Background: an optimization exercise with open tools, aiming at small area, a short achievable clock period and few clock cycles per item. Do not read the settings as production practice. Only simulation tests tie the RTL to the original design; equivalence was not proved. Power and IR drop assume default switching activity.

== pine ==
Design MD5_custom_SIMD_instruction, start of the top module:
module MD5_custom_SIMD_instruction (clk, reset,
	in_v, rd, vrd1, vrd2,
		in_data, in_vdata1, in_vdata2,
	out_v, out_rd, out_vrd1, out_vrd2,
		out_data, out_vdata1, out_vdata2);
For scale: roughly 1100 I/O pins.
Settings: LEC_CHECK=0, CAP_MARGIN=20, CORE_MARGIN=2, CORE_UTILIZATION=30, SLEW_MARGIN=20; clock period 12.0 ns.
run.sh (not shown) runs the stock make flow with config.mk's settings and CLKGATE_MAP_FILE= SYNTH_SCRIPT=/design/flow/synth_recipe.tcl, a recipe that flattens the netlist after the stock synthesis.
pine finished every stage and its layout cleared the timing, DRC and antenna checks.
Testbench counts of pine, summed over its fixed seeds: cycles 104,000, hashes 1,600.
For birch, these inputs were changed with respect to pine:
Settings: ABC_CLOCK_PERIOD_IN_PS: unset -> 2500; SETUP_SLACK_MARGIN: unset -> 5; CORE_UTILIZATION: 30 -> 50.
--- outcome ---
- Stage in which a tool error killed birch: I/O pin placement (3_2_place_iop).
- Re share of the synthesized area in compound gates (AO/OA/AOI/OAI): no difference whatsoever between birch and pine.
- From pine to birch, synthesized cell count did not move at all.
- Synthesized area came out exactly the same in pine and birch.
- As far as simple logic cell fraction of the synthesized area goes, birch and pine are indistinguishable; the numbers are identical.
- Sort pine and birch by effective utilization at floorplan asc -> top: pine
- Summary of birch over pine: number of placement rows went down 31, register bit total from synthesis held.
- Die height for birch is lower than for pine.
- birch gives less width of the die than pine did.
- Reported for pine and birch, count of flip-flops with a built-in enable after synthesis turned out identical to the last digit.


Another version of the RTL of MD5_custom_SIMD_instruction (not shown whole).
For scale: about 5100 cells after synthesis, about 710 flip-flops.
// MD5_custom_SIMD_instruction
module MD5_custom_SIMD_instruction (clk, reset,
	in_v, rd, vrd1, vrd2,
		in_data, in_vdata1, in_vdata2,
	out_v, out_rd, out_vrd1, out_vrd2,
		out_data, out_vdata1, out_vdata2);
==> flow/config.mk <==
export PLATFORM = sky130hd
export DESIGN_NAME = MD5_custom_SIMD_instruction
export DESIGN_NICKNAME = MD5_custom_SIMD_instruction
export VERILOG_FILES = /design/flow/design.v
export SDC_FILE = /design/flow/constraint.sdc
export NUM_CORES = 8
export LEC_CHECK = 0
export ABC_AREA = 1
export CAP_MARGIN = 20
export CORE_AREA = 5 5 385 385
export DIE_AREA = 0 0 390 390
export SLEW_MARGIN = 20
export TNS_END_PERCENT = 0
==> flow/constraint.sdc <==
create_clock -name core_clock -period 12.0 [get_ports {clk}]
set_input_delay 2.4000 -clock core_clock [delete_from_list [all_inputs] [get_ports {clk}]]
set_output_delay 2.4000 -clock core_clock [all_outputs]
set_load 0.01 [all_outputs]
standard.sh (not shown) runs the stock make flow with config.mk's settings and CLKGATE_MAP_FILE= SYNTH_SCRIPT=/design/flow/synth_recipe.tcl, a recipe that flattens the netlist after the stock synthesis.
==> flow/flow/run.sh <==
#!/bin/bash
# ORFS layout (the standard.sh) with: the full-adder and half-adder cells kept out of
# synthesis and layout (the platform's don't-use list plus fa/ha), a tighter setup-repair
# target, free resizing, and minimum-size port buffers.
set -euo pipefail
DU="sky130_fd_sc_hd__probe_p_8 sky130_fd_sc_hd__probec_p_8 sky130_fd_sc_hd__lpflow_bleeder_1 sky130_fd_sc_hd__lpflow_clkbufkapwr_1 sky130_fd_sc_hd__lpflow_clkbufkapwr_16 sky130_fd_sc_hd__lpflow_clkbufkapwr_2 sky130_fd_sc_hd__lpflow_clkbufkapwr_4 sky130_fd_sc_hd__lpflow_clkbufkapwr_8 sky130_fd_sc_hd__lpflow_clkinvkapwr_1 sky130_fd_sc_hd__lpflow_clkinvkapwr_16 sky130_fd_sc_hd__lpflow_clkinvkapwr_2 sky130_fd_sc_hd__lpflow_clkinvkapwr_4 sky130_fd_sc_hd__lpflow_clkinvkapwr_8 sky130_fd_sc_hd__lpflow_decapkapwr_12 sky130_fd_sc_hd__lpflow_decapkapwr_3 sky130_fd_sc_hd__lpflow_decapkapwr_4 sky130_fd_sc_hd__lpflow_decapkapwr_6 sky130_fd_sc_hd__lpflow_decapkapwr_8 sky130_fd_sc_hd__lpflow_inputiso0n_1 sky130_fd_sc_hd__lpflow_inputiso0p_1 sky130_fd_sc_hd__lpflow_inputiso1n_1 sky130_fd_sc_hd__lpflow_inputiso1p_1 sky130_fd_sc_hd__lpflow_inputisolatch_1 sky130_fd_sc_hd__lpflow_isobufsrc_1 sky130_fd_sc_hd__lpflow_isobufsrc_16 sky130_fd_sc_hd__lpflow_isobufsrc_2 sky130_fd_sc_hd__lpflow_isobufsrc_4 sky130_fd_sc_hd__lpflow_isobufsrc_8 sky130_fd_sc_hd__lpflow_isobufsrckapwr_16 sky130_fd_sc_hd__lpflow_lsbuf_lh_hl_isowell_tap_1 sky130_fd_sc_hd__lpflow_lsbuf_lh_hl_isowell_tap_2 sky130_fd_sc_hd__lpflow_lsbuf_lh_hl_isowell_tap_4 sky130_fd_sc_hd__lpflow_lsbuf_lh_isowell_4 sky130_fd_sc_hd__lpflow_lsbuf_lh_isowell_tap_1 sky130_fd_sc_hd__lpflow_lsbuf_lh_isowell_tap_2 sky130_fd_sc_hd__lpflow_lsbuf_lh_isowell_tap_4 sky130_fd_sc_hd__fa_1 sky130_fd_sc_hd__fa_2 sky130_fd_sc_hd__fa_4 sky130_fd_sc_hd__ha_1 sky130_fd_sc_hd__ha_2 sky130_fd_sc_hd__ha_4"
bash standard.sh "DONT_USE_CELLS=$DU" SETUP_SLACK_MARGIN=8 MATCH_CELL_FOOTPRINT=0 "BUFFER_PORTS_ARGS=-buffer_cell sky130_fd_sc_hd__buf_1" finish > standard.log 2>&1
Testbench counts at the start, summed over its fixed seeds: cycles 105,600, hashes 1,600.
Next try:
--- a/flow/flow/run.sh
+++ b/flow/flow/run.sh
@@ -6,2 +6,2 @@
 DU="sky130_fd_sc_hd__probe_p_8 sky130_fd_sc_hd__probec_p_8 sky130_fd_sc_hd__lpflow_bleeder_1 sky130_fd_sc_hd__lpflow_clkbufkapwr_1 sky130_fd_sc_hd__lpflow_clkbufkapwr_16 sky130_fd_sc_hd__lpflow_clkbufkapwr_2 sky130_fd_sc_hd__lpflow_clkbufkapwr_4 sky130_fd_sc_hd__lpflow_clkbufkapwr_8 sky130_fd_sc_hd__lpflow_clkinvkapwr_1 sky130_fd_sc_hd__lpflow_clkinvkapwr_16 sky130_fd_sc_hd__lpflow_clkinvkapwr_2 sky130_fd_sc_hd__lpflow_clkinvkapwr_4 sky130_fd_sc_hd__lpflow_clkinvkapwr_8 sky130_fd_sc_hd__lpflow_decapkapwr_12 sky130_fd_sc_hd__lpflow_decapkapwr_3 sky130_fd_sc_hd__lpflow_decapkapwr_4 sky130_fd_sc_hd__lpflow_decapkapwr_6 sky130_fd_sc_hd__lpflow_decapkapwr_8 sky130_fd_sc_hd__lpflow_inputiso0n_1 sky130_fd_sc_hd__lpflow_inputiso0p_1 sky130_fd_sc_hd__lpflow_inputiso1n_1 sky130_fd_sc_hd__lpflow_inputiso1p_1 sky130_fd_sc_hd__lpflow_inputisolatch_1 sky130_fd_sc_hd__lpflow_isobufsrc_1 sky130_fd_sc_hd__lpflow_isobufsrc_16 sky130_fd_sc_hd__lpflow_isobufsrc_2 sky130_fd_sc_hd__lpflow_isobufsrc_4 sky130_fd_sc_hd__lpflow_isobufsrc_8 sky130_fd_sc_hd__lpflow_isobufsrckapwr_16 sky130_fd_sc_hd__lpflow_lsbuf_lh_hl_isowell_tap_1 sky130_fd_sc_hd__lpflow_lsbuf_lh_hl_isowell_tap_2 sky130_fd_sc_hd__lpflow_lsbuf_lh_hl_isowell_tap_4 sky130_fd_sc_hd__lpflow_lsbuf_lh_isowell_4 sky130_fd_sc_hd__lpflow_lsbuf_lh_isowell_tap_1 sky130_fd_sc_hd__lpflow_lsbuf_lh_isowell_tap_2 sky130_fd_sc_hd__lpflow_lsbuf_lh_isowell_tap_4 sky130_fd_sc_hd__fa_1 sky130_fd_sc_hd__fa_2 sky130_fd_sc_hd__fa_4 sky130_fd_sc_hd__ha_1 sky130_fd_sc_hd__ha_2 sky130_fd_sc_hd__ha_4"
-bash standard.sh "DONT_USE_CELLS=$DU" SETUP_SLACK_MARGIN=8 MATCH_CELL_FOOTPRINT=0 "BUFFER_PORTS_ARGS=-buffer_cell sky130_fd_sc_hd__buf_1" finish > standard.log 2>&1
+bash standard.sh "DONT_USE_CELLS=$DU" SETUP_SLACK_MARGIN=9.5 MATCH_CELL_FOOTPRINT=0 SKIP_REPAIR_TIE_FANOUT=1 "BUFFER_PORTS_ARGS=-buffer_cell sky130_fd_sc_hd__buf_1" finish > standard.log 2>&1
Effect: Clock-buffer cell count came out lower by 7. Hold slack got worse by 0.0099 ns. Wire length came out lower by about 1.2%. Clock skew came out lower by 0.025 ns.
Next try:
--- a/flow/flow/run.sh
+++ b/flow/flow/run.sh
@@ -6,2 +6,2 @@
 DU="sky130_fd_sc_hd__probe_p_8 sky130_fd_sc_hd__probec_p_8 sky130_fd_sc_hd__lpflow_bleeder_1 sky130_fd_sc_hd__lpflow_clkbufkapwr_1 sky130_fd_sc_hd__lpflow_clkbufkapwr_16 sky130_fd_sc_hd__lpflow_clkbufkapwr_2 sky130_fd_sc_hd__lpflow_clkbufkapwr_4 sky130_fd_sc_hd__lpflow_clkbufkapwr_8 sky130_fd_sc_hd__lpflow_clkinvkapwr_1 sky130_fd_sc_hd__lpflow_clkinvkapwr_16 sky130_fd_sc_hd__lpflow_clkinvkapwr_2 sky130_fd_sc_hd__lpflow_clkinvkapwr_4 sky130_fd_sc_hd__lpflow_clkinvkapwr_8 sky130_fd_sc_hd__lpflow_decapkapwr_12 sky130_fd_sc_hd__lpflow_decapkapwr_3 sky130_fd_sc_hd__lpflow_decapkapwr_4 sky130_fd_sc_hd__lpflow_decapkapwr_6 sky130_fd_sc_hd__lpflow_decapkapwr_8 sky130_fd_sc_hd__lpflow_inputiso0n_1 sky130_fd_sc_hd__lpflow_inputiso0p_1 sky130_fd_sc_hd__lpflow_inputiso1n_1 sky130_fd_sc_hd__lpflow_inputiso1p_1 sky130_fd_sc_hd__lpflow_inputisolatch_1 sky130_fd_sc_hd__lpflow_isobufsrc_1 sky130_fd_sc_hd__lpflow_isobufsrc_16 sky130_fd_sc_hd__lpflow_isobufsrc_2 sky130_fd_sc_hd__lpflow_isobufsrc_4 sky130_fd_sc_hd__lpflow_isobufsrc_8 sky130_fd_sc_hd__lpflow_isobufsrckapwr_16 sky130_fd_sc_hd__lpflow_lsbuf_lh_hl_isowell_tap_1 sky130_fd_sc_hd__lpflow_lsbuf_lh_hl_isowell_tap_2 sky130_fd_sc_hd__lpflow_lsbuf_lh_hl_isowell_tap_4 sky130_fd_sc_hd__lpflow_lsbuf_lh_isowell_4 sky130_fd_sc_hd__lpflow_lsbuf_lh_isowell_tap_1 sky130_fd_sc_hd__lpflow_lsbuf_lh_isowell_tap_2 sky130_fd_sc_hd__lpflow_lsbuf_lh_isowell_tap_4 sky130_fd_sc_hd__fa_1 sky130_fd_sc_hd__fa_2 sky130_fd_sc_hd__fa_4 sky130_fd_sc_hd__ha_1 sky130_fd_sc_hd__ha_2 sky130_fd_sc_hd__ha_4"
-bash standard.sh "DONT_USE_CELLS=$DU" SETUP_SLACK_MARGIN=9.5 MATCH_CELL_FOOTPRINT=0 SKIP_REPAIR_TIE_FANOUT=1 "BUFFER_PORTS_ARGS=-buffer_cell sky130_fd_sc_hd__buf_1" finish > standard.log 2>&1
+bash standard.sh "DONT_USE_CELLS=$DU" SETUP_SLACK_MARGIN=7.5 MATCH_CELL_FOOTPRINT=0 SKIP_REPAIR_TIE_FANOUT=1 "BUFFER_PORTS_ARGS=-buffer_cell sky130_fd_sc_hd__buf_1" finish > standard.log 2>&1
Outcome: The changed run finished clean; worst hold slack degrades by 0.0038 ns; via count fell by 0.56%; cell area fell by 2.1%; global-route usage fell by 0.22 points; cell count fell by 0.44%; worst setup slack degrades by 0.19 ns; synthesized area stays the same.
Next try:
--- a/flow/flow/run.sh
+++ b/flow/flow/run.sh
@@ -6,2 +6,2 @@
 DU="sky130_fd_sc_hd__probe_p_8 sky130_fd_sc_hd__probec_p_8 sky130_fd_sc_hd__lpflow_bleeder_1 sky130_fd_sc_hd__lpflow_clkbufkapwr_1 sky130_fd_sc_hd__lpflow_clkbufkapwr_16 sky130_fd_sc_hd__lpflow_clkbufkapwr_2 sky130_fd_sc_hd__lpflow_clkbufkapwr_4 sky130_fd_sc_hd__lpflow_clkbufkapwr_8 sky130_fd_sc_hd__lpflow_clkinvkapwr_1 sky130_fd_sc_hd__lpflow_clkinvkapwr_16 sky130_fd_sc_hd__lpflow_clkinvkapwr_2 sky130_fd_sc_hd__lpflow_clkinvkapwr_4 sky130_fd_sc_hd__lpflow_clkinvkapwr_8 sky130_fd_sc_hd__lpflow_decapkapwr_12 sky130_fd_sc_hd__lpflow_decapkapwr_3 sky130_fd_sc_hd__lpflow_decapkapwr_4 sky130_fd_sc_hd__lpflow_decapkapwr_6 sky130_fd_sc_hd__lpflow_decapkapwr_8 sky130_fd_sc_hd__lpflow_inputiso0n_1 sky130_fd_sc_hd__lpflow_inputiso0p_1 sky130_fd_sc_hd__lpflow_inputiso1n_1 sky130_fd_sc_hd__lpflow_inputiso1p_1 sky130_fd_sc_hd__lpflow_inputisolatch_1 sky130_fd_sc_hd__lpflow_isobufsrc_1 sky130_fd_sc_hd__lpflow_isobufsrc_16 sky130_fd_sc_hd__lpflow_isobufsrc_2 sky130_fd_sc_hd__lpflow_isobufsrc_4 sky130_fd_sc_hd__lpflow_isobufsrc_8 sky130_fd_sc_hd__lpflow_isobufsrckapwr_16 sky130_fd_sc_hd__lpflow_lsbuf_lh_hl_isowell_tap_1 sky130_fd_sc_hd__lpflow_lsbuf_lh_hl_isowell_tap_2 sky130_fd_sc_hd__lpflow_lsbuf_lh_hl_isowell_tap_4 sky130_fd_sc_hd__lpflow_lsbuf_lh_isowell_4 sky130_fd_sc_hd__lpflow_lsbuf_lh_isowell_tap_1 sky130_fd_sc_hd__lpflow_lsbuf_lh_isowell_tap_2 sky130_fd_sc_hd__lpflow_lsbuf_lh_isowell_tap_4 sky130_fd_sc_hd__fa_1 sky130_fd_sc_hd__fa_2 sky130_fd_sc_hd__fa_4 sky130_fd_sc_hd__ha_1 sky130_fd_sc_hd__ha_2 sky130_fd_sc_hd__ha_4"
-bash standard.sh "DONT_USE_CELLS=$DU" SETUP_SLACK_MARGIN=7.5 MATCH_CELL_FOOTPRINT=0 SKIP_REPAIR_TIE_FANOUT=1 "BUFFER_PORTS_ARGS=-buffer_cell sky130_fd_sc_hd__buf_1" finish > standard.log 2>&1
+bash standard.sh "DONT_USE_CELLS=$DU" SETUP_SLACK_MARGIN=10 MATCH_CELL_FOOTPRINT=0 SKIP_REPAIR_TIE_FANOUT=1 "BUFFER_PORTS_ARGS=-buffer_cell sky130_fd_sc_hd__buf_1" finish > standard.log 2>&1
Combinational power increases by 7.9%.
Via count increases by 0.56%.
Fmax increases by 4.4%.
Core utilization increases by 0.67 points.
Clock-buffer cell count increases by 1.
Die area is unchanged.

==> static timing again, ports no longer ideal <==
Ports are ideal in the flow. The routed layouts listed here were re-timed in OpenROAD.
Step 1: set_driving_cell puts a clkbuf_16 on clk and a buf_2 on each other input, an assumption about the parent block.
Step 2 moves the port delays by t, midway between the first and last clock arrival at a register: inputs arrive t later, outputs are due t later. That takes back most of the time a late clock gives input paths.
a / b / c = no drivers / after step 1 / after step 2; a / b = the first two.
run	t (ns)	setup slack, ns	worst setup path after step 2	worst slew at a driven data input, ns	pins driven straight from the clock port
pine	0.781	2.677 / 2.677 / 2.677	register to register	0.30	1
the first run of note 2	0.754	7.669 / 7.669 / 7.669	register to register	0.20	1
the second run of note 2	0.752	7.793 / 7.793 / 7.793	register to register	0.17	1
the third run of note 2	0.762	7.607 / 7.607 / 7.607	register to register	0.21	1
the fourth run of note 2	0.752	7.793 / 7.793 / 7.793	register to register	0.17	1
After both steps setup and hold are still met in every run listed.
